Background: an optimization exercise with open tools, aiming at small area. Do not read the settings as production practice. Only simulation tests tie the RTL to the original design; equivalence was not proved. The flow treats the clock pin as an ideal source, which a real chip does not have. No activity file was given, so power comes from the tool's default toggle rates.

## flow/design.v (module list and top-level ports; edited modules follow where they fit)
// module c6288_top: 139 lines
// module Circuit6288h: 41 lines
// module TopLevel6288b: 1300 lines
// module nd: 4 lines
// module iv: 4 lines
// module fa: 5 lines
// module ha: 5 lines
// module xn: 4 lines
// module o2: 4 lines
// module incb: 5 lines
// module incl: 4 lines
// module cco: 4 lines
module c6288_top (clk,
    in256, in239, in222, in205, in188, in171, in154, in137, in120, in103, in86, in69, in52, in35, in18, in1, in528, in511, in494, in477, in460, in443, in426, in409, in392, in375, in358, in341, in324, in307, in290, in273,
    out6287, out6288, out6280, out6270, out6260, out6250, out6240, out6230, out6220, out6210, out6200, out6190, out6180, out6170, out6160, out6150, out6123, out5971, out5672, out5308, out4946, out4591, out4241, out3895, out3552, out3211, out2877, out2548, out2223, out1901, out1581, out545);
  // ...
==> flow/flow/run.sh <==
#!/bin/bash
set -euo pipefail
bash standard.sh \
  "BUFFER_PORTS_ARGS=-inputs -buffer_cell sky130_fd_sc_hd__buf_1" \
  "PRE_GLOBAL_PLACE_TCL=$PWD/flow/outbuf.tcl" \
  "PRE_CTS_TCL=$PWD/flow/clkbuf.tcl" \
  "CTS_ARGS=-clk_nets clk -dont_use_dummy_load" \
  finish > standard_flow.log 2>&1
==> flow/flow/clkbuf.tcl <==
# Clock tree by hand: the clock port drives two clock buffers, each driving the
# flip-flops of one half of the core (split at the median x), placed at the
# centre of its flip-flops.  TritonCTS is then told to skip the clock net.
set block [ord::get_db_block]
set dbu [$block getDbUnitsPerMicron]
set sinks {}
foreach pin [get_pins -of_objects [get_nets clk] -filter "direction == input"] {
  set inst [[ord::get_db_block] findInst [get_full_name [get_cells -of_objects $pin]]]
  set loc [$inst getLocation]
  lappend sinks [list [lindex $loc 0] [lindex $loc 1] [get_full_name $pin]]
}
set sinks [lsort -real -index 0 $sinks]
set n [llength $sinks]
set half [expr { $n / 2 }]
set groups [list [lrange $sinks 0 [expr { $half - 1 }]] [lrange $sinks $half end]]
set i 0
foreach g $groups {
  set sx 0.0; set sy 0.0; set pins {}
  foreach s $g {
    set sx [expr { $sx + [lindex $s 0] }]
    set sy [expr { $sy + [lindex $s 1] }]
    lappend pins [get_pins [lindex $s 2]]
  }
  set x [expr { $sx / [llength $g] / $dbu }]
  set y [expr { $sy / [llength $g] / $dbu }]
  insert_buffer -buffer_cell sky130_fd_sc_hd__clkbuf_8 -net clk -load_pins $pins \
    -location [list $x $y] -buffer_name clkbuf_h$i -net_name clk_h$i
  incr i
}
puts "clock split into $i buffers over $n flip-flops"
global_connect
detailed_placement
==> flow/flow/outbuf.tcl <==
# Buffer every output port with the smallest buffer and keep those buffers
# (global_place.tcl's remove_buffers would otherwise take them out again).
# The inputs are buffered by the standard buffer_ports call after this hook.
buffer_ports -outputs -buffer_cell sky130_fd_sc_hd__buf_1
# connect the new buffers' power and ground pins by the design's global rules
global_connect
set n 0
foreach port [get_ports out*] {
  set net [get_nets [get_full_name $port]]
  foreach pin [get_pins -of_objects $net -filter "direction == output"] {
    set_dont_touch [get_cells -of_objects $pin]
    incr n
  }
}
puts "dont_touch set on $n output buffers"
if { $n != 32 } { error "expected 32 output buffers, found $n" }
==> flow/standard.sh <==
#!/bin/bash
# synth_recipe.tcl (not shown) runs the flow's synth.tcl, then flattens the netlist and writes it again
# the make line also repeats each setting of config.mk as NAME=value (left out here)
make -C /OpenROAD-flow-scripts/flow DESIGN_CONFIG=/design/flow/config.mk WORK_HOME=/design/flow/orfs CLKGATE_MAP_FILE= SYNTH_SCRIPT=/design/flow/synth_recipe.tcl "${@:-finish}"
==> flow/config.mk <==
export PLATFORM = sky130hd
export DESIGN_NAME = c6288_top
export DESIGN_NICKNAME = c6288_top
export VERILOG_FILES = /design/flow/design.v
export SDC_FILE = /design/flow/constraint.sdc
export NUM_CORES = 4
export LEC_CHECK = 0
export CAP_MARGIN = 20
export CORE_MARGIN = 2
export CORE_UTILIZATION = 40
export GPL_TIMING_DRIVEN = 0
export SLEW_MARGIN = 20
export SYNTH_HIERARCHICAL = 1
export SYNTH_MINIMUM_KEEP_SIZE = 0
==> flow/constraint.sdc <==
create_clock -name core_clock -period 10.0 [get_ports {clk}]
set_input_delay 2.0000 -clock core_clock [delete_from_list [all_inputs] [get_ports {clk}]]
set_output_delay 2.0000 -clock core_clock [all_outputs]
set_load 0.01 [all_outputs]
==> run summary, run 1 <==
Synth top area share - 66.4%
Layout cells sized above 1 - 3.75%
Post-CTS repair timing setup buffer count - 0
Area contributors post-synth - fa_1 (66%), nand2_1 (15%), dfxtp_1 (9.7%), xnor2_1 (2.6%), or2_1 (1.5%)
CTS Hold Bufs - 0
Overall Power - 0.00215 W
M2 GR Usage - 34.5%
Crit path cell chain - buf_2 > nand2_1 > fa_1 > fa_1 > fa_1 > fa_1 > fa_1 > fa_1 > fa_1 > fa_1 > fa_1 > fa_1 > fa_1 > fa_1 > fa_1 > fa_1 > fa_1 > a21o_1 > a21o_1 > a21o_2 > nand2_1 > xor2_1
P_clk - 0.0000599 W
Critical path destination - out6270
DR DRC count - 0
Synth Instances - 600
Flop pwr share - 12.0%
Hold WC Path Type - input pin to register
Seq area share - 8.86%
FILL cells - 1,574
Largest family of logic cells by synthesized area - adder cells
Most frequent cells in the layout - nand2_1 (267), fa_1 (220), buf_1 (52)
Post-Route M1 WL - 6.15 mm
Global-route wire length before repair - 27.5 mm
Yosys warns - 7
Area leader, netlist - fa_1
Initial Util - 40.4%
Taps Inserted - 220
GRT Max-Usage Layer - met2
Compound-Gate Fraction of Synth Area - 0.340%
Status - no timing/DRC/antenna violations
Ant. Diodes - 0
Die height - 133 µm
Hold Fails Final Rpt - 0
Pins Over Slew Limit - 0
Post-Synth Adder-Cell Area - 67.2%
==> run 2, diff against run 1 <==
--- a/flow/design.v
+++ b/flow/design.v
@@ -1417,72 +1417,71 @@
   wire bco977;
   cco u978 (.g(c972), .cin(c949), .t(t975), .y(bco977));
   wire s979;
   wire c980;
   ha u981 (.a(c867), .b(s869), .s(s979), .co(c980));
   wire s982;
   wire c983;
   fa u984 (.a(c870), .b(s872), .c(c980), .s(s982), .co(c983));
-  xn u985 (.a(s979), .b(bco977), .y(P[19]));
-  wire t986;
-  incb u987 (.s0(s982), .cin(bco977), .t(s979), .p(P[20]), .tn(t986));
-  wire bco988;
-  cco u989 (.g(c983), .cin(bco977), .t(t986), .y(bco988));
-  wire s990;
-  wire c991;
-  ha u992 (.a(c873), .b(s875), .s(s990), .co(c991));
-  wire s993;
-  wire c994;
-  fa u995 (.a(c876), .b(s878), .c(c991), .s(s993), .co(c994));
-  wire s996;
-  wire c997;
-  fa u998 (.a(c879), .b(s881), .c(c994), .s(s996), .co(c997));
-  wire s999;
-  wire c1000;
-  fa u1001 (.a(c882), .b(s884), .c(c997), .s(s999), .co(c1000));
-  xn u1002 (.a(s990), .b(bco988), .y(P[21]));
-  wire t1003;
-  incb u1004 (.s0(s993), .cin(bco988), .t(s990), .p(P[22]), .tn(t1003));
-  wire t1005;
-  incb u1006 (.s0(s996), .cin(bco988), .t(t1003), .p(P[23]), .tn(t1005));
-  wire t1007;
-  incb u1008 (.s0(s999), .cin(bco988), .t(t1005), .p(P[24]), .tn(t1007));
-  wire bco1009;
-  cco u1010 (.g(c1000), .cin(bco988), .t(t1007), .y(bco1009));
-  wire s1011;
-  wire c1012;
-  ha u1013 (.a(s887), .b(c885), .s(s1011), .co(c1012));
-  wire s1014;
-  wire c1015;
-  fa u1016 (.a(s890), .b(c888), .c(c1012), .s(s1014), .co(c1015));
-  wire s1017;
-  wire c1018;
-  fa u1019 (.a(s893), .b(c891), .c(c1015), .s(s1017), .co(c1018));
-  wire s1020;
-  wire c1021;
-  fa u1022 (.a(s896), .b(c894), .c(c1018), .s(s1020), .co(c1021));
-  wire s1023;
-  wire c1024;
-  fa u1025 (.a(s899), .b(c897), .c(c1021), .s(s1023), .co(c1024));
-  wire s1026;
-  wire c1027;
-  fa u1028 (.a(n_15_15), .b(c900), .c(c1024), .s(s1026), .co(c1027));
-  xn u1029 (.a(s1011), .b(bco1009), .y(P[25]));
-  wire t1030;
-  incb u1031 (.s0(s1014), .cin(bco1009), .t(s1011), .p(P[26]), .tn(t1030));
-  wire t1032;
-  incb u1033 (.s0(s1017), .cin(bco1009), .t(t1030), .p(P[27]), .tn(t1032));
-  wire t1034;
-  incb u1035 (.s0(s1020), .cin(bco1009), .t(t1032), .p(P[28]), .tn(t1034));
-  wire t1036;
-  incb u1037 (.s0(s1023), .cin(bco1009), .t(t1034), .p(P[29]), .tn(t1036));
-  wire t1038;
-  incb u1039 (.s0(s1026), .cin(bco1009), .t(t1036), .p(P[30]), .tn(t1038));
-  incl u1040 (.s0(c1027), .cin(bco1009), .t(t1038), .p(P[31]));
+  wire s985;
+  wire c986;
+  fa u987 (.a(c873), .b(s875), .c(c983), .s(s985), .co(c986));
+  wire s988;
+  wire c989;
+  fa u990 (.a(c876), .b(s878), .c(c986), .s(s988), .co(c989));
+  xn u991 (.a(s979), .b(bco977), .y(P[19]));
+  wire t992;
+  incb u993 (.s0(s982), .cin(bco977), .t(s979), .p(P[20]), .tn(t992));
+  wire t994;
+  incb u995 (.s0(s985), .cin(bco977), .t(t992), .p(P[21]), .tn(t994));
+  wire t996;
+  incb u997 (.s0(s988), .cin(bco977), .t(t994), .p(P[22]), .tn(t996));
+  wire bco998;
+  cco u999 (.g(c989), .cin(bco977), .t(t996), .y(bco998));
+  wire s1000;
+  wire c1001;
+  ha u1002 (.a(c879), .b(s881), .s(s1000), .co(c1001));
+  wire s1003;
+  wire c1004;
+  fa u1005 (.a(c882), .b(s884), .c(c1001), .s(s1003), .co(c1004));
+  wire s1006;
+  wire c1007;
+  fa u1008 (.a(s887), .b(c885), .c(c1004), .s(s1006), .co(c1007));
+  wire s1009;
+  wire c1010;
+  fa u1011 (.a(s890), .b(c888), .c(c1007), .s(s1009), .co(c1010));
+  wire s1012;
+  wire c1013;
+  fa u1014 (.a(s893), .b(c891), .c(c1010), .s(s1012), .co(c1013));
+  wire s1015;
+  wire c1016;
+  fa u1017 (.a(s896), .b(c894), .c(c1013), .s(s1015), .co(c1016));
+  wire s1018;
+  wire c1019;
+  fa u1020 (.a(s899), .b(c897), .c(c1016), .s(s1018), .co(c1019));
+  wire s1021;
+  wire c1022;
+  fa u1023 (.a(n_15_15), .b(c900), .c(c1019), .s(s1021), .co(c1022));
+  xn u1024 (.a(s1000), .b(bco998), .y(P[23]));
+  wire t1025;
+  incb u1026 (.s0(s1003), .cin(bco998), .t(s1000), .p(P[24]), .tn(t1025));
+  wire t1027;
+  incb u1028 (.s0(s1006), .cin(bco998), .t(t1025), .p(P[25]), .tn(t1027));
+  wire t1029;
+  incb u1030 (.s0(s1009), .cin(bco998), .t(t1027), .p(P[26]), .tn(t1029));
+  wire t1031;
+  incb u1032 (.s0(s1012), .cin(bco998), .t(t1029), .p(P[27]), .tn(t1031));
+  wire t1033;
+  incb u1034 (.s0(s1015), .cin(bco998), .t(t1031), .p(P[28]), .tn(t1033));
+  wire t1035;
+  incb u1036 (.s0(s1018), .cin(bco998), .t(t1033), .p(P[29]), .tn(t1035));
+  wire t1037;
+  incb u1038 (.s0(s1021), .cin(bco998), .t(t1035), .p(P[30]), .tn(t1037));
+  incl u1039 (.s0(c1022), .cin(bco998), .t(t1037), .p(P[31]));
 endmodule  
 module nd (a, b, y);
   input a, b; output y;
   assign y = ~(a & b);
 endmodule
 module iv (a, y);
   input a; output y;
   assign y = ~a;
==> run summary, run 2 <==
Asr flop ratio synth - 0% (unchanged)
Final setup fails - 0 (unchanged)
Largest net degree at the start of global routing - 17 (unchanged)
MaxCap Viol Count - 0 (unchanged)
Post-Syn Area per Cell - 11.1 µm² (about the same)
Most frequent cell after synthesis - nand2_1 (unchanged)
Placer Congestion - 0.824 (was 0.858)
Drt wl/cell - 18.8 µm (was 18.4 µm)
Hold endpoint - out545 (unchanged)
Final min period - 9.73 ns (was 9.72 ns)
# nets final - 926 (was 925)
Most frequent cells in the layout - nand2_1 (268), fa_1 (221), buf_1 (52) (was nand2_1 (267), fa_1 (220), buf_1 (52))
Critical path class - input pin to register (unchanged)
Setup crit start kind - input pin (unchanged)
Hold WC Path Type - input pin to register (unchanged)
RSZ-0062 raised after global routing - false (unchanged)
Yosys warns - 7 (unchanged)
Synth Register Bits - 32 (unchanged)
DR iter-0 viols - 311 (was 293)
Layout cells sized above 1 - 3.45% (was 3.75%)
Tot GR Track Use - 20.4% (was 19.7%)
Die W - 133 µm (about the same)
Worst hold stages - 3 (unchanged)
Setup_tns - 0 ns (unchanged)
EDFF count, synth - 0 (unchanged)
Area Overhead vs Synth - 8.72% (was 9.02%)
Commonest non-fill, non-tap cell in the layout - nand2_1 (unchanged)
Post-synth top flop - dfxtp_1 (unchanged)
Non-filler cells, final - 887 (was 886)
Overall Power - 0.00220 W (was 0.00215 W)
Die height - 133 µm (about the same)
Ant. Diodes - 0 (unchanged)
DPL Wire Length - 12.6 mm (was 12.4 mm)
Hold_ws - 2.20 ns (was 2.15 ns)
Die Footprint - 17,700 µm² (was 17,600 µm²)
Post-synthesis sequential area ratio - 9.65% (was 9.66%)
Hold Fails Final Rpt - 0 (unchanged)
Mapped Nets - 858 (was 857)
Critical path required time - 10.12 ns (was 10.11 ns)
Actual slew at the worst max-slew pin - 1.08 ns (was 1.05 ns)
DR DRC count - 0 (unchanged)
VDD IR max - 233 µV (was 223 µV)
Status - no timing/DRC/antenna violations (unchanged)
Via count - 4,687 (was 4,702)
Distinct cells, synth - 10 (unchanged)
F_max - 103 MHz (about the same)
CORE AREA - 16,400 µm² (unchanged)
Initial antenna violation count - 0 (unchanged)
PwrDens - 304 nW/µm² (was 298 nW/µm²)
Area contributors post-synth - fa_1 (67%), nand2_1 (15%), dfxtp_1 (9.6%), xnor2_1 (2.5%), xor2_1 (1.6%) (was fa_1 (66%), nand2_1 (15%), dfxtp_1 (9.7%), xnor2_1 (2.6%), or2_1 (1.5%))
Mapped cell area - 6640 µm² (was 6630 µm²)
Grt ovf - 0 (unchanged)
Detailed Routing Iterations Pass 1 - 4 (was 5)
Via-to-Cell Ratio - 5.28 (was 5.31)
Global-route wire length before repair - 28.5 mm (was 27.5 mm)
Crit Path Max Fanout - 16 (unchanged)
Pins Over Slew Limit - 0 (unchanged)
Synth Instances - 601 (was 600)
Clock transition at the registers of the reported paths - 0.13 ns (was 0.12 ns)
Synth top area share - 66.6% (was 66.4%)
LEAKAGE - 2.45 nW (was 2.46 nW)
Max_slew headroom - 27.9% (was 30.1%)
Dpl cells - 885 (was 884)
Floorplan row count - 47 (unchanged)
Hold path startpoint - in273 (unchanged)
Drt total wl - 16.7 mm (was 16.3 mm)
Post-route ant nets - 0 (unchanged)
Critical Path AT - 9.85 ns (was 9.83 ns)
Crit path capture type - register (unchanged)
Initial Util - 40.5% (was 40.4%)
# port buffers - 64 (unchanged)
Vias in the first global route - 5,531 (was 5,439)
Final period utilization - 97.3% (was 97.2%)
Area leader, netlist - fa_1 (unchanged)
Most frequent cells after synthesis - nand2_1 (268), fa_1 (221), dfxtp_1 (32) (was nand2_1 (267), fa_1 (220), dfxtp_1 (32))
Ports - 65 (unchanged)
-- run 2: cell types whose count changed in the layout (fill, tap and decap cells not counted), sizes merged --
cell | previous run | this run
a21o | 3 | 2
and2 | 10 | 11
buf | 61 | 60
clkdlybuf4s18 | 0 | 1
fa | 220 | 221
ha | 4 | 3
nand2 | 267 | 268
xnor2 | 20 | 19
xor2 | 11 | 12
-- run 2: how the worst max path moves through the flow --
stage | startpoint | to | slack (ns)
detailed placement | in307 | out6280 | -0.29
global placement | in307 | out6230 | -0.21
global route | in324 | out6230 | 0.003
CTS | in341 | out6280 | 0.009
finish | in324 | out6280 | 0.27
floorplan | in1 | out6230 | 1.15
-- run 2: timing repair --
item	4_1_cts	5_1_grt
endpoints found under the setup margin	9	6
hold buffers	0	0
pin swaps	0	0
setup buffers	0	0
resized for setup	22	5
-- run 2: stage by stage --
stage / util (%) / setup slack (ns) / area, µm²
6_report: 44.0 / 0.269 / 7220
5_1_grt: 44.0 / 0.00260 / 7220
4_1_cts: 44.0 / 0.00871 / 7220
3_5_place_dp: 43.6 / -0.294 / 7160
3_3_place_gp: 43.6 / -0.215 / 7160
2_1_floorplan: - / 1.15 / 6640
-- run 2: critical path, cell delays in order --
cell	delay (ns)
clkdlybuf4s18_2	0.44
nand2_1	0.14
fa_1	0.55
fa_1	0.46
fa_1	0.45
fa_1	0.40
fa_1	0.43
fa_1	0.41
fa_1	0.41
fa_1	0.41
fa_1	0.39
fa_1	0.41
fa_1	0.43
fa_1	0.40
fa_1	0.39
fa_1	0.39
fa_1	0.44
a21o_1	0.27
a21o_1	0.33
nand2_1	0.14
xor2_1	0.15
-- run 2: layer usage --
layer | wire, µm | vias to the layer above | global-route usage [%]
met5 | 0 | - | 0
met3 | 1250 | 29 | 2.26
li1 | - | 1928 | -
met2 | 8540 | 218 | 35.3
met1 | 6470 | 2512 | 27.8
met4 | 425 | 0 | 5.08
-- run 2: logic make-up after synthesis --
group	synth area share (%)
simple gates	17.9
buf+inv	0.961
flops	9.65
fa+ha+maj	67.2
xor+xnor	4.09
compound gates	0.226
-- run 2: where the power goes --
| part | total [W] | internal (W) | switching (W) |
|---|---|---|---|
| Clock | 0.0000622 | 0.0000189 | 0.0000434 |
| Sequential | 0.000256 | 0.000242 | 0.0000138 |
| Combinational | 0.00188 | 0.000884 | 0.000996 |
-- run 2: layout make-up, clock buffers not listed --
class                   count  area (µm²)
well taps                 220         275
repair buffers             64         277
multi-input cells         552        5940
inverters                  17        63.8
fillers                  1526        9190
flip-flops and latches     32         641
-- run 2: modules after synthesis (local to each module, per instance), a selection --
module	area (µm²)	flops+latches	cells
c6288_top	641	32	32
incb	20.0	0	3
fa	20.0	0	1
iv	3.75	0	1
xn	8.76	0	1
ha	12.5	0	1
nd	3.75	0	1
o2	6.26	0	1
incl	12.5	0	2
cco	7.51	0	1
==> run 3, diff against run 2 <==
==> flow/flow/clkbuf.tcl (replaced) <==
# Clock tree by hand: the clock port drives 3 clock buffers; the
# flip-flops are split into 3 sectors by their angle around the core
# centre, and each buffer sits at the centre of its sector's flip-flops and
# drives them.  TritonCTS is then told to skip the clock net (CTS_ARGS).
set ngroups 3
set bufcell sky130_fd_sc_hd__clkbuf_8
set block [ord::get_db_block]
set dbu [$block getDbUnitsPerMicron]
set core [$block getCoreArea]
set cx [expr { ([$core xMin] + [$core xMax]) / 2.0 }]
set cy [expr { ([$core yMin] + [$core yMax]) / 2.0 }]
set sinks {}
foreach pin [get_pins -of_objects [get_nets clk] -filter "direction == input"] {
  set inst [$block findInst [get_full_name [get_cells -of_objects $pin]]]
  set loc [$inst getLocation]
  set a [expr { atan2([lindex $loc 1] - $cy, [lindex $loc 0] - $cx) }]
  lappend sinks [list $a [lindex $loc 0] [lindex $loc 1] [get_full_name $pin]]
}
set sinks [lsort -real -index 0 $sinks]
set n [llength $sinks]
# rotate the start so that the largest angular gap separates the first and last sector
set best 0; set gap -1
for {set k 0} {$k < $n} {incr k} {
  set a0 [lindex $sinks [expr { ($k + $n - 1) % $n }] 0]
  set a1 [lindex $sinks $k 0]
  set d [expr { $a1 - $a0 }]
  if { $d < 0 } { set d [expr { $d + 2 * 3.14159265 }] }
  if { $d > $gap } { set gap $d; set best $k }
}
set sinks [concat [lrange $sinks $best end] [lrange $sinks 0 [expr { $best - 1 }]]]
for {set i 0} {$i < $ngroups} {incr i} {
  set lo [expr { $i * $n / $ngroups }]
  set hi [expr { ($i + 1) * $n / $ngroups - 1 }]
  set sx 0.0; set sy 0.0; set pins {}
  foreach s [lrange $sinks $lo $hi] {
    set sx [expr { $sx + [lindex $s 1] }]
    set sy [expr { $sy + [lindex $s 2] }]
    lappend pins [get_pins [lindex $s 3]]
  }
  set m [llength $pins]
  insert_buffer -buffer_cell $bufcell -net clk -load_pins $pins \
    -location [list [expr { $sx / $m / $dbu }] [expr { $sy / $m / $dbu }]] \
    -buffer_name clkbuf_s$i -net_name clk_s$i
}
puts "clock split into $ngroups buffers over $n flip-flops"
global_connect
detailed_placement
==> run summary, run 3 <==
Status - no timing/DRC/antenna violations (unchanged)
Synth Instances - 601 (unchanged)
Die W - 133 µm (unchanged)
Grt ovf - 0 (unchanged)
Setup_tns - 0 ns (unchanged)
LEAKAGE - 2.46 nW (was 2.45 nW)
Yosys warns - 7 (unchanged)
Critical-path top delay cell - clkdlybuf4s15_1 (was fa_1)
Die Footprint - 17,700 µm² (unchanged)
RSZ-0062 raised after global routing - false (unchanged)
Dpl cells - 885 (unchanged)
Mapped Nets - 858 (unchanged)
Synth Register Bits - 32 (unchanged)
Area leader, netlist - fa_1 (unchanged)
Hold WC Path Type - input pin to register (unchanged)
Hold Fails Final Rpt - 0 (unchanged)
Post-synthesis sequential area ratio - 9.65% (unchanged)
Layout cells sized above 1 - 3.74% (was 3.45%)
Synth top area share - 66.6% (unchanged)
Commonest non-fill, non-tap cell in the layout - nand2_1 (unchanged)
Crit path cell chain - clkdlybuf4s15_1 > nand2_1 > fa_1 > fa_1 > fa_1 > fa_1 > fa_1 > fa_1 > fa_1 > fa_1 > fa_1 > fa_1 > fa_1 > fa_1 > fa_1 > fa_1 > a21o_1 > a21o_1 > nand2_1 > xor2_1 (was clkdlybuf4s18_2 > nand2_1 > fa_1 > fa_1 > fa_1 > fa_1 > fa_1 > fa_1 > fa_1 > fa_1 > fa_1 > fa_1 > fa_1 > fa_1 > fa_1 > fa_1 > fa_1 > a21o_1 > a21o_1 > nand2_1 > xor2_1)
F_max - 103 MHz (about the same)
# port buffers - 64 (unchanged)
Floorplan row count - 47 (unchanged)
Max Used Layer - met4 (unchanged)
Post-synth top flop - dfxtp_1 (unchanged)
Largest net degree at the start of global routing - 17 (unchanged)
Most frequent cells after synthesis - nand2_1 (268), fa_1 (221), dfxtp_1 (32) (unchanged)
Tot GR Track Use - 20.4% (about the same)
# nets final - 927 (was 926)
Most frequent cells in the layout - nand2_1 (268), fa_1 (221), buf_1 (52) (unchanged)
Finished Core Util - 44.0% (about the same)
Post-Syn Area per Cell - 11.1 µm² (unchanged)
Distinct cells, synth - 10 (unchanged)
Final period utilization - 97.2% (was 97.3%)
Asr flop ratio synth - 0% (unchanged)
Initial Util - 40.5% (unchanged)
Max_slew headroom - 27.7% (was 27.9%)
PwrDens - 305 nW/µm² (was 304 nW/µm²)
Hold_ws - 2.25 ns (was 2.20 ns)
Area of the multi-input gates - 5940 µm² (unchanged)
DR DRC count - 0 (unchanged)
Most frequent cell after synthesis - nand2_1 (unchanged)
Crit path capture type - register (unchanged)
VDD IR max - 233 µV (about the same)
Crit Path Max Fanout - 16 (unchanged)
DR WL met3 - 1.27 mm (was 1.25 mm)
Clock transition at the registers of the reported paths - 0.09 ns (was 0.13 ns)
Buf/Inv on CP - 1 (unchanged)
Critical path required time - 10.09 ns (was 10.12 ns)
Met2 routed WL - 8.48 mm (was 8.54 mm)
Ports - 65 (unchanged)
Via count - 4,695 (was 4,687)
Final setup fails - 0 (unchanged)
Fin area - 7230 µm² (was 7220 µm²)
Drt wl/cell - 18.6 µm (was 18.8 µm)
Global-route wire length before repair - 28.5 mm (about the same)
CTS Hold Bufs - 0 (unchanged)
Die height - 133 µm (unchanged)
Area occupied by registers - 641 µm² (unchanged)
Actual slew at the worst max-slew pin - 1.08 ns (about the same)
Detailed Routing Iterations Pass 1 - 5 (was 4)
Area contributors post-synth - fa_1 (67%), nand2_1 (15%), dfxtp_1 (9.6%), xnor2_1 (2.5%), xor2_1 (1.6%) (unchanged)
Vias in the first global route - 5,527 (was 5,531)
DR iter-0 viols - 353 (was 311)
Critical Path AT - 9.80 ns (was 9.85 ns)
Mapped cell area - 6640 µm² (unchanged)
CP delay by family, top - adder cells (unchanged)
Most frequent CP cell - fa_1 (unchanged)
Via-to-Cell Ratio - 5.29 (was 5.28)
EDFF count, synth - 0 (unchanged)
Worst hold stages - 3 (unchanged)
Drt total wl - 16.5 mm (was 16.7 mm)
DPL Wire Length - 12.6 mm (unchanged)
Area Overhead vs Synth - 8.82% (was 8.72%)
Post-route ant nets - 0 (unchanged)
FILL cells - 1,534 (was 1,526)
Initial antenna violation count - 0 (unchanged)
Slowest cell delay on critical path - 0.74 ns (was 0.55 ns)
DP Area - 7160 µm² (unchanged)
Pins Over Slew Limit - 0 (unchanged)
Final min period - 9.72 ns (was 9.73 ns)
CORE AREA - 16,400 µm² (unchanged)
Setup crit start kind - input pin (unchanged)
MaxCap Viol Count - 0 (unchanged)
Levels on crit path - 20 (was 21)
Placer Congestion - 0.824 (unchanged)
Post-Route M1 WL - 6.35 mm (was 6.47 mm)
Critical path class - input pin to register (unchanged)
Ant. Diodes - 0 (unchanged)
Non-filler cells, final - 888 (was 887)
## run 3: cell counts after synthesis
Identical to the previous run, type by type.
## run 3: stage by stage
| step | total power, W | setup WS (ns) |
|---|---|---|
| 2_1_floorplan | 0.00174 | 1.15 |
| 3_3_place_gp | 0.00214 | -0.215 |
| 3_5_place_dp | 0.00219 | -0.294 |
| 4_1_cts | 0.00225 | 0.00666 |
| 5_1_grt | 0.00254 | 0.00424 |
| 6_report | 0.00220 | 0.285 |
## run 3: timing repair
item,CTS,global route
resized for setup,22,8
setup endpoints to repair,9,7
setup buffers,0,0
## run 3: routing by layer
metal,track usage (%),vias to the layer above
met5,0,-
met4,5.26,0
met3,2.61,25
met2,34.9,207
met1,27.9,2534
li1,-,1929
## run 3: cell type report, clock buffers not listed
type                    instances  area share (%)
flip-flops and latches         32            8.86
well taps                     220            3.81
multi-input cells             552            82.2
inverters                      17           0.883
repair buffers                 64            3.72
## run 3: kinds of logic (layout without fill, tap and decap cells)
family	count (synthesis)	in the layout	synth area share, %
adders and majority gates	224	224	67.2
DFF	32	32	9.65
xor gates and xnor gates	31	31	4.09
buffers and inverters	17	84	0.961
AOI/OAI and AO/OA	2	2	0.226
and+or+nand+nor	295	295	17.9
## run 3: worst paths after layout
kind,startpoint,end,slack (ns)
min,in273,out545,2.25
max,in358,out6280,0.28
## run 3: power breakdown
part	switching, W	leakage (nW)	internal [W]	total [W]
combinational	0.000996	2.17	0.000884	0.00188
sequential	0.0000138	0.270	0.000243	0.000257
clock	0.0000383	0.0216	0.0000276	0.0000659
total	0.00105	2.46	0.00115	0.00220
## run 3: Yosys stat by module, one instance, submodules excluded, a selection
module | cell area [µm²] | cells inside
c6288_top | 641 | 32
iv | 3.75 | 1
incl | 12.5 | 2
o2 | 6.26 | 1
cco | 7.51 | 1
ha | 12.5 | 1
==> run 4, diff against run 3 <==
--- a/flow/flow/clkbuf.tcl
+++ b/flow/flow/clkbuf.tcl
@@ -1,9 +1,9 @@
-# Clock tree by hand: the clock port drives 3 clock buffers; the
-# flip-flops are split into 3 sectors by their angle around the core
+# Clock tree by hand: the clock port drives 4 clock buffers; the
+# flip-flops are split into 4 sectors by their angle around the core
 # centre, and each buffer sits at the centre of its sector's flip-flops and
 # drives them.  TritonCTS is then told to skip the clock net (CTS_ARGS).
-set ngroups 3
-set bufcell sky130_fd_sc_hd__clkbuf_8
+set ngroups 4
+set bufcell sky130_fd_sc_hd__clkbuf_4
 set block [ord::get_db_block]
 set dbu [$block getDbUnitsPerMicron]
 set core [$block getCoreArea]
==> run summary, run 4 <==
Status - no timing/DRC/antenna violations (unchanged)
Met2 routed WL - 8.44 mm (was 8.48 mm)
CTS Hold Bufs - 0 (unchanged)
Die W - 133 µm (unchanged)
DR DRC count - 0 (unchanged)
Critical path class - input pin to register (unchanged)
Asr flop ratio synth - 0% (unchanged)
DP Area - 7160 µm² (unchanged)
Internal - 0.00114 W (was 0.00115 W)
LEAKAGE - 2.46 nW (about the same)
DR iter-0 viols - 345 (was 353)
Post-route ant nets - 0 (unchanged)
Synth Register Bits - 32 (unchanged)
Most frequent cells in the layout - nand2_1 (268), fa_1 (221), buf_1 (52) (unchanged)
Hold endpoint - out545 (unchanged)
Worst hold stages - 3 (unchanged)
EDFF count, synth - 0 (unchanged)
Max_slew headroom - 29.2% (was 27.7%)
Pins Over Slew Limit - 0 (unchanged)
Switching Fraction - 47.8% (was 47.6%)
Synth top area share - 66.6% (unchanged)
Yosys warns - 7 (unchanged)
Ant. Diodes - 0 (unchanged)
# port buffers - 64 (unchanged)
FILL cells - 1,540 (was 1,534)
Area Overhead vs Synth - 8.65% (was 8.82%)
Post-Route M1 WL - 6.38 mm (was 6.35 mm)
Final min period - 9.70 ns (was 9.72 ns)
Area contributors post-synth - fa_1 (67%), nand2_1 (15%), dfxtp_1 (9.6%), xnor2_1 (2.5%), xor2_1 (1.6%) (unchanged)
Ports - 65 (unchanged)
Layout cells sized above 1 - 3.89% (was 3.74%)
DR WL met3 - 1.30 mm (was 1.27 mm)
Clock Power Share - 2.6% (was 3.0%)
Non-filler cells, final - 889 (was 888)
Fin area - 7220 µm² (was 7230 µm²)
Combinational share of power - 85.7% (was 85.4%)
Initial antenna violation count - 1 (was 0)
Mapped Nets - 858 (unchanged)
Hold WC Path Type - input pin to register (unchanged)
PwrDens - 304 nW/µm² (was 305 nW/µm²)
Drt total wl - 16.6 mm (was 16.5 mm)
Placer Congestion - 0.824 (unchanged)
Clock transition at the registers of the reported paths - 0.09 ns (about the same)
Via count - 4,696 (was 4,695)
Drt wl/cell - 18.6 µm (about the same)
Dpl cells - 885 (unchanged)
DPL Wire Length - 12.6 mm (unchanged)
Floorplan row count - 47 (unchanged)
Crit Path Max Fanout - 16 (unchanged)
Die Footprint - 17,700 µm² (unchanged)
F_max - 103 MHz (about the same)
Hold path startpoint - in273 (unchanged)
Post-Syn Area per Cell - 11.1 µm² (unchanged)
Critical Path AT - 9.79 ns (was 9.80 ns)
Actual slew at the worst max-slew pin - 1.06 ns (was 1.08 ns)
Number of gates resized after CTS - 22 (unchanged)
Worst Setup SP - in307 (was in358)
Overall Power - 0.00219 W (was 0.00220 W)
Grt ovf - 0 (unchanged)
# nets final - 928 (was 927)
Distinct cells, synth - 10 (unchanged)
Setup crit start kind - input pin (unchanged)
Global-route wire length before repair - 28.5 mm (about the same)
Commonest non-fill, non-tap cell in the layout - nand2_1 (unchanged)
VDD IR max - 233 µV (about the same)
Most frequent cells after synthesis - nand2_1 (268), fa_1 (221), dfxtp_1 (32) (unchanged)
Detailed Routing Iterations Pass 1 - 4 (was 5)
Post-synth top flop - dfxtp_1 (unchanged)
Final period utilization - 97.0% (was 97.2%)
Hold_ws - 2.23 ns (was 2.25 ns)
Largest net degree at the start of global routing - 17 (unchanged)
Area occupied by registers - 641 µm² (unchanged)
Setup_tns - 0 ns (unchanged)
Synth Instances - 601 (unchanged)
Die height - 133 µm (unchanged)
Switching power - 0.00105 W (about the same)
Final setup fails - 0 (unchanged)
Max Used Layer - met5 (was met4)
Post-synthesis sequential area ratio - 9.65% (unchanged)
Area leader, netlist - fa_1 (unchanged)
MaxCap Viol Count - 0 (unchanged)
Flop pwr share - 11.7% (about the same)
CORE AREA - 16,400 µm² (unchanged)
Post-CTS repair timing setup buffer count - 0 (unchanged)
Via-to-Cell Ratio - 5.28 (was 5.29)
Most frequent cell after synthesis - nand2_1 (unchanged)
Initial Util - 40.5% (unchanged)
Tot GR Track Use - 20.4% (about the same)
Crit path capture type - register (unchanged)
RSZ-0062 raised after global routing - false (unchanged)
Area of the multi-input gates - 5940 µm² (unchanged)
Critical path required time - 10.09 ns (about the same)
Vias in the first global route - 5,540 (was 5,527)
Hold Fails Final Rpt - 0 (unchanged)
Mapped cell area - 6640 µm² (unchanged)
## run 4: area by class of cell, clock buffers not listed
cell class	instances	share of cell area, %
multi-input combinational	552	82.3
sequential	32	8.88
tap	220	3.81
timing repair buffer	64	3.73
inverter	17	0.884
## run 4: cell families after synthesis
group | count (synthesis) | synth area share, %
simple gates | 295 | 17.9
compound gates | 2 | 0.226
fa+ha+maj | 224 | 67.2
buf+inv | 17 | 0.961
xor+xnor | 31 | 4.09
flops | 32 | 9.65
## run 4: power groups by stage
stage               combinational, W  sequential, W  clock [W]
finish                       0.00188       0.000256  0.0000567
global route                 0.00221       0.000262  0.0000661
CTS                          0.00195       0.000261  0.0000384
detailed placement           0.00193       0.000260          0
global placement             0.00188       0.000261          0
floorplan                    0.00144       0.000294          0
## run 4: through the flow
step           utilization [%]  setup slack, ns
4_1_cts                   44.0          0.00666
3_3_place_gp              43.6           -0.215
5_1_grt                   44.0           0.0146
2_1_floorplan                -             1.15
3_5_place_dp              43.6           -0.294
6_report                  44.0            0.303
## run 4: modules after synthesis (local to each module, per instance), excerpt
module     flip-flops and latches  copies in the design  area [µm²]  cells
iv                              0                    17        3.75      1
incb                            0                    11        20.0      3
o2                              0                    16        6.26      1
c6288_top                      32                     1         641     32
incl                            0                     1        12.5      2
nd                              0                   256        3.75      1
fa                              0                   221        20.0      1
xn                              0                    19        8.76      1
cco                             0                     2        7.51      1
ha                              0                     3        12.5      1
## run 4: worst max-delay path, cell delays in order
cell	delay, ns
buf_2	0.33
nand2_1	0.14
fa_1	0.58
fa_1	0.46
fa_1	0.45
fa_1	0.40
fa_1	0.43
fa_1	0.41
fa_1	0.41
fa_1	0.41
fa_1	0.39
fa_1	0.42
fa_1	0.43
fa_1	0.39
fa_1	0.39
fa_1	0.39
fa_1	0.44
a21o_1	0.27
a21o_1	0.33
nand2_1	0.14
xor2_1	0.15
## run 4: layer usage
layer,GRT usage [%],up-vias
met5,0,-
met4,5.26,2
met3,2.76,27
met2,34.7,206
met1,27.9,2527
li1,-,1934
## run 4: worst max-delay path by stage
stage / endpoint / slack (ns) / cells after the start
6_report: out6280 / 0.30 / 21
5_1_grt: out6230 / 0.01 / 22
4_1_cts: out6280 / 0.007 / 21
3_5_place_dp: out6280 / -0.29 / 21
3_3_place_gp: out6230 / -0.21 / 21
2_1_floorplan: out6230 / 1.15 / 21

## separate check: timing with driven ports
How much do the figures lean on ideal ports? The routed layouts below were timed once more, with nothing changed but the port constraints.
Step 1 assumes that a clkbuf_16 drives the clock port and a buf_2 every other input.
Step 2 times the ports against the registers' clock, not the clock port: input delays grow and output delays shrink by t, the midpoint of the rising clock arrivals with the driver on.
Slacks: no drivers / after step 1 / after step 2; pairs: no drivers / after step 1.
run	shift t [ns]	slack for setup (ns)	hold WS [ns]	worst setup path after step 2
run 1	0.226	0.276 / 0.300 / 0.074	2.154 / 2.131 / 2.357	input to register
run 2	0.228	0.269 / 0.292 / 0.064	2.203 / 2.172 / 2.400	input to register
run 3	0.207	0.285 / 0.322 / 0.116	2.251 / 2.207 / 2.401	input to register
run 4	0.227	0.303 / 0.346 / 0.119	2.229 / 2.183 / 2.410	input to register
After both steps every run listed still meets setup and hold. The setup slack of run 2, which loses most, moves by +0.023 ns with the drivers and by -0.205 ns with both steps.
